Context: an optimization exercise on an open-source flow, tuned for small area. The choices shown serve that exercise and are no tape-out recipe.
Function was checked by simulation only, so behaviour that the tests miss may differ from the original.
The clock port is modelled as an ideal driver, which makes a skipped or thinned clock tree look cheaper than it is; a real chip needs a root buffer or a tree.
Power is estimated from default activity; no workload was simulated.

==> flow/design.v <==
module serialclockdvdr(clock, reset, write, read, asel, opb_datain, opb_dataout,
                       m_ss_bar, m_sclk, MOSI_2);
  input         clock, reset;
  input         write, read;
  input  [2:0]  asel;
  input  [15:0] opb_datain;
  output [15:0] opb_dataout;
  output        m_ss_bar, m_sclk, MOSI_2;
  localparam W = 16;    
  reg [W-1:0] n_clk_cycles, clk_hightime, clk_lowtime;
  reg [7:0]  spcr, txbyte;
  reg [15:0] opb_dataout;
  reg        m_sclk, MOSI_2;
  reg [2:0]  cntr_tx;
  reg        st2, st1, st0;
  wire [2:0] st = {st2, st1, st0};
  reg [2:0]  st_nx;
  reg        sclk_nx;
  reg [W-1:1] c2hi;
  wire [W-1:0] count2 = {c2hi, st == S0};
  reg [W:0]   count3, count4;
  localparam IDLE = 3'd0, D0 = 3'd1, D1 = 3'd3, D2 = 3'd7,
             S1 = 3'd6, S0 = 3'd4, SH = 3'd2, OVF = 3'd5;
  assign m_ss_bar = (st == IDLE);
  always @(posedge clock or posedge reset) begin
    if (reset) begin
      n_clk_cycles <= 0;
      clk_hightime <= 0;
      clk_lowtime <= 0;
      spcr <= 8'h00;
      txbyte <= 8'h00;
    end else if (write) begin
      case (asel)
        3'd0: n_clk_cycles <= opb_datain[W-1:0];
        3'd1: clk_hightime <= opb_datain[W-1:0];
        3'd2: clk_lowtime <= opb_datain[W-1:0];
        3'd3: spcr <= opb_datain[7:0];
        3'd4: txbyte <= opb_datain[7:0];
        default: ;
      endcase
    end
  end
  always @(posedge clock or posedge reset) begin
    if (reset)
      opb_dataout <= 16'h0000;
    else if (read && !asel[2]) begin
      case (asel[1:0])
        2'd0: opb_dataout <= n_clk_cycles;
        2'd1: opb_dataout <= clk_hightime;
        2'd2: opb_dataout <= clk_lowtime;
        default: opb_dataout <= {8'h00, spcr};
      endcase
    end
  end
  function automatic le(input [W-1:0] a, input [W-1:0] b);
    integer i;
    reg c;
    begin
      c = 1'b1;
      for (i = 0; i < W; i = i + 1)
        c = (~a[i] & b[i]) | (~a[i] & c) | (b[i] & c);
      le = c;
    end
  endfunction
  wire c2_le = le(count2, n_clk_cycles);
  wire c3_le = !count3[W] && le(count3[W-1:0], clk_hightime);
  wire c4_le = !count4[W] && le(count4[W-1:0], clk_lowtime);
  wire sclk_rise = !m_sclk && ((st == S1 && c2_le && c3_le) || st == SH);
  always @(posedge clock or posedge reset) begin
    if (reset) begin
      MOSI_2 <= 1'b0;
      cntr_tx <= 3'd0;
    end else if (sclk_rise) begin
      MOSI_2 <= txbyte[3'd7 - cntr_tx];
      cntr_tx <= cntr_tx + 3'd1;
    end
  end
  function automatic [W:0] incr(input [W:0] a, input cin);
    integer i;
    reg c;
    begin
      c = cin;
      for (i = 0; i <= W; i = i + 1) begin
        incr[i] = a[i] ^ c;
        c = a[i] & c;
      end
    end
  endfunction
  wire in_s1 = (st == S1);
  wire in_s0 = (st == S0);
  wire en3 = in_s1 && c2_le;
  wire en4 = in_s0 && c2_le;
  wire [W:0] count3_inc = incr(count3, en3 && c3_le);
  wire [W:0] count4_inc = incr(count4, en4 && c4_le);
  wire [W:0] c2hi_inc = incr({2'b00, c2hi}, en4 && !c4_le);
  always @(posedge clock or posedge reset) begin
    if (reset) begin
      count3 <= 0;
      count4 <= 0;
      c2hi <= 0;
    end else begin
      count3 <= (en3 && !c3_le) ? {(W+1){1'b0}} : count3_inc;
      count4 <= (en4 && !c4_le) ? {(W+1){1'b0}} : count4_inc;
      c2hi <= (st == SH) ? {(W-1){1'b0}} : c2hi_inc[W-2:0];
    end
  end
  always @* begin
    st_nx = st;
    sclk_nx = m_sclk;
    case (st)
      IDLE: if (write && spcr == 8'h4a) st_nx = D0;
      D0: st_nx = D1;
      D1: st_nx = D2;
      D2: st_nx = S1;
      S1: begin
        if (c2_le) begin
          if (c3_le) sclk_nx = 1'b1;
          else st_nx = S0;
        end else
          st_nx = SH;
      end
      S0: begin
        if (c2_le) begin
          if (c4_le) sclk_nx = 1'b0;
          else st_nx = (&c2hi) ? OVF : S1;
        end else
          st_nx = SH;
      end
      SH: begin
        sclk_nx = 1'b1;
        st_nx = IDLE;
      end
      default: st_nx = SH;
    endcase
  end
  always @(posedge clock or posedge reset) begin
    if (reset) begin
      st2 <= 1'b0;
      st1 <= 1'b0;
      st0 <= 1'b0;
      m_sclk <= 1'b0;
    end else begin
      st2 <= st_nx[2];
      st1 <= st_nx[1];
      st0 <= st_nx[0];
      m_sclk <= sclk_nx;
    end
  end
endmodule
module slavebusint(opb_clk, reset, opb_select, opb_rnw, opb_abus, opb_dbus,
                   rd, wr, asel, data_in, data_out, o_sl_dbus);
  input         opb_clk, reset;
  input         opb_select, opb_rnw;
  input  [15:0] opb_abus;
  input  [31:0] opb_dbus;
  input  [15:0] data_out;
  output        rd, wr;
  output [2:0]  asel;
  output [15:0] data_in;
  output [15:0] o_sl_dbus;
  reg        rd;
  reg [2:0]  asel;
  reg [15:0] data_in;
  reg [15:0] o_sl_dbus;
  reg [2:0]  st;
  localparam IDLE = 3'd0, WRITE = 3'd1, DONE = 3'd2, READ = 3'd4,
             RW0 = 3'd5, RW1 = 3'd6, RW2 = 3'd7;
  assign wr = (st == WRITE) || (st == DONE);
  wire avalid = (opb_abus[15:5] == 11'd0) && (opb_abus[1:0] == 2'd0) &&
                !(opb_abus[4] && (opb_abus[3] || opb_abus[2]));
  always @(posedge opb_clk or posedge reset) begin
    if (reset) begin
      rd <= 1'b0;
      asel <= 3'd0;
      data_in <= 16'h0000;
      o_sl_dbus <= 16'h0000;
      st <= IDLE;
    end else begin
      case (st)
        IDLE: begin
          if (opb_select) begin
            asel <= avalid ? opb_abus[4:2] : 3'd7;
            st <= opb_rnw ? READ : WRITE;
          end else
            rd <= 1'b0;
        end
        WRITE: begin
          data_in <= opb_dbus[15:0];
          st <= DONE;
        end
        DONE: begin
          rd <= 1'b0;
          st <= IDLE;
        end
        READ: begin
          rd <= 1'b1;
          o_sl_dbus <= data_out;
          st <= RW0;
        end
        RW0: st <= RW1;
        RW1: st <= RW2;
        RW2: st <= IDLE;
        default: st <= IDLE;
      endcase
    end
  end
endmodule
module top(m_ss_bar,reset,m_sclk,MOSI_2,opb_abus,opb_dbus,opb_select,opb_rnw,opb_clk,opb_dataout);
  input  [31:0] opb_dbus;
  input  [15:0] opb_abus;
  input         opb_clk, reset;
  input         opb_select;
  input         opb_rnw;
  output [31:0] opb_dataout;
  output        m_sclk, m_ss_bar, MOSI_2;
  wire        rd, wr;
  wire [2:0]  asel;
  wire [15:0] wdata;
  wire [15:0] rback;
  wire [15:0] dout;
  slavebusint m3 (
    .opb_clk(opb_clk), .reset(reset),
    .opb_select(opb_select), .opb_rnw(opb_rnw), .opb_abus(opb_abus), .opb_dbus(opb_dbus),
    .rd(rd), .wr(wr), .asel(asel), .data_in(wdata), .data_out(rback), .o_sl_dbus(dout));
  serialclockdvdr m1 (
    .clock(opb_clk), .reset(reset),
    .write(wr), .read(rd), .asel(asel), .opb_datain(wdata), .opb_dataout(rback),
    .m_ss_bar(m_ss_bar), .m_sclk(m_sclk), .MOSI_2(MOSI_2));
  assign opb_dataout = {16'h0000, dout};
endmodule
export LEC_CHECK = 0
export CAP_MARGIN = 20
export CORE_MARGIN = 2
export CORE_UTILIZATION = 70
export SLEW_MARGIN = 20
create_clock -name core_clock -period 10.0 [get_ports {opb_clk}]
standard.sh (not shown) runs the stock make flow with config.mk's settings and CLKGATE_MAP_FILE= SYNTH_SCRIPT=/design/flow/synth_recipe.tcl, a recipe that flattens the netlist after the stock synthesis.
==> flow/flow/run.sh <==
#!/bin/bash
# Own layout flow: the standard ORFS flow (standard.sh) with changes that only
# affect how the layout is built:
#  - synthesis runs synth_recipe.tcl unchanged except that ABC maps the logic with an
#    area-oriented script (area.abc) instead of ORFS's speed script, and ORFS's
#    half/full-adder extraction is skipped so that ABC maps the adders too; registers
#    are mapped by the same dfflibmap step, so their names and cells are the standard ones;
#  - every input and output port still gets a buffer, but a 1x one (buf_1);
#  - constant outputs share one tie cell (SKIP_REPAIR_TIE_FANOUT);
#  - the clock tree is built by manual_cts.tcl (a PRE_CTS hook that replaces TritonCTS):
#    two root buffers and ten leaf buffers, each leaf driving the flip-flops of one
#    region; all flip-flops sit at the same depth, so the clock reaches them together.
# Each tool's output goes to its own log in this folder (and ORFS's logs under orfs/logs).
set -euo pipefail
W=$(pwd)
sed "s#synth_recipe\.tcl#flow/synth_area.tcl#" standard.sh > run_standard.sh
export MY_ABC_SCRIPT="$W/flow/area.abc"
bash run_standard.sh \
  ADDER_MAP_FILE= SKIP_REPAIR_TIE_FANOUT=1 \
  "BUFFER_PORTS_ARGS=-buffer_cell sky130_fd_sc_hd__buf_1" \
  "PRE_CTS_TCL=$W/flow/manual_cts.tcl" \
  finish > "$W/flow_make.log" 2>&1
for f in orfs/logs/*/*/*/*.log; do cp "$f" "$W/log_$(basename "$f")"; done
==> flow/flow/area.abc <==
strash
dc2
dch -f
amap -m -Q 0.1
topo
Other scripts of this flow, unchanged in this note and not shown: flow/flow/manual_cts.tcl, flow/flow/synth_area.tcl
The starting point produced a clean layout.
Then changed:
--- a/flow/config.mk
+++ b/flow/config.mk
@@ -8,4 +8,4 @@
 export CAP_MARGIN = 20
 export CORE_MARGIN = 2
-export CORE_UTILIZATION = 70
+export CORE_UTILIZATION = 85
 export SLEW_MARGIN = 20
- sequential share of layout area came out higher by 0.21 points
- maximum frequency came out lower by 8.4%
- synthesized cell count is unchanged
- utilization came out higher by 15 points
- worst setup slack degrades by 510 ps
- wire length came out higher by 16%
- total power came out higher by 1.8%
- global-route usage came out higher by 11 points
- hold slack stays flat
Then changed:
==> flow/flow/area.abc (replaced) <==
strash
dc2
dch -f
amap -m
topo
--- a/flow/config.mk
+++ b/flow/config.mk
@@ -8,4 +8,4 @@
 export CAP_MARGIN = 20
 export CORE_MARGIN = 2
-export CORE_UTILIZATION = 85
+export CORE_UTILIZATION = 70
 export SLEW_MARGIN = 20
- The changed run completed without violations
- die area rises by 21%
- total power falls by 29%
- worst setup slack improved by 140 ps
- final cell count rises by 11%
- wire length falls by 12%
- area after synthesis rises by 0.56%
- clock power hardly moves
- utilization falls by 17 points
- flip-flop and latch count stays the same
- synthesized cell count rises by 10%
No run of this note takes its clock network from TritonCTS; it comes from the design's own scripts or RTL.

## static timing again, ports no longer ideal
Ports are ideal in the flow. The routed layouts listed here were re-timed in OpenROAD.
Step 1 sets driving cells, clkbuf_16 on the clock port and buf_2 on the other inputs (assumed; they add their load-dependent delay and slew).
Step 2 adds t to the input delays and takes it off the output delays; t is the mean of the earliest and latest rising clock arrival at the registers after step 1. Input paths then give back, and output paths get back, about the clock's delay inside the block.
a / b / c = ideal / step 1 / step 2; a / b = the first two.
run	t (ns)	setup slack, ns	worst setup path at the end	worst register clock-pin slew, ns
the first run	0.432	4.515 / 4.514 / 4.514	register to register	0.11 / 0.11
the second run	0.444	4.009 / 4.009 / 4.009	register to register	0.11 / 0.11
the third run	0.445	4.146 / 4.146 / 4.146	register to register	0.11 / 0.11
After both steps setup and hold are still met in every run listed. The setup slack of the first run, which loses most, moves by -0.001 ns with the drivers and by -0.001 ns with both steps.
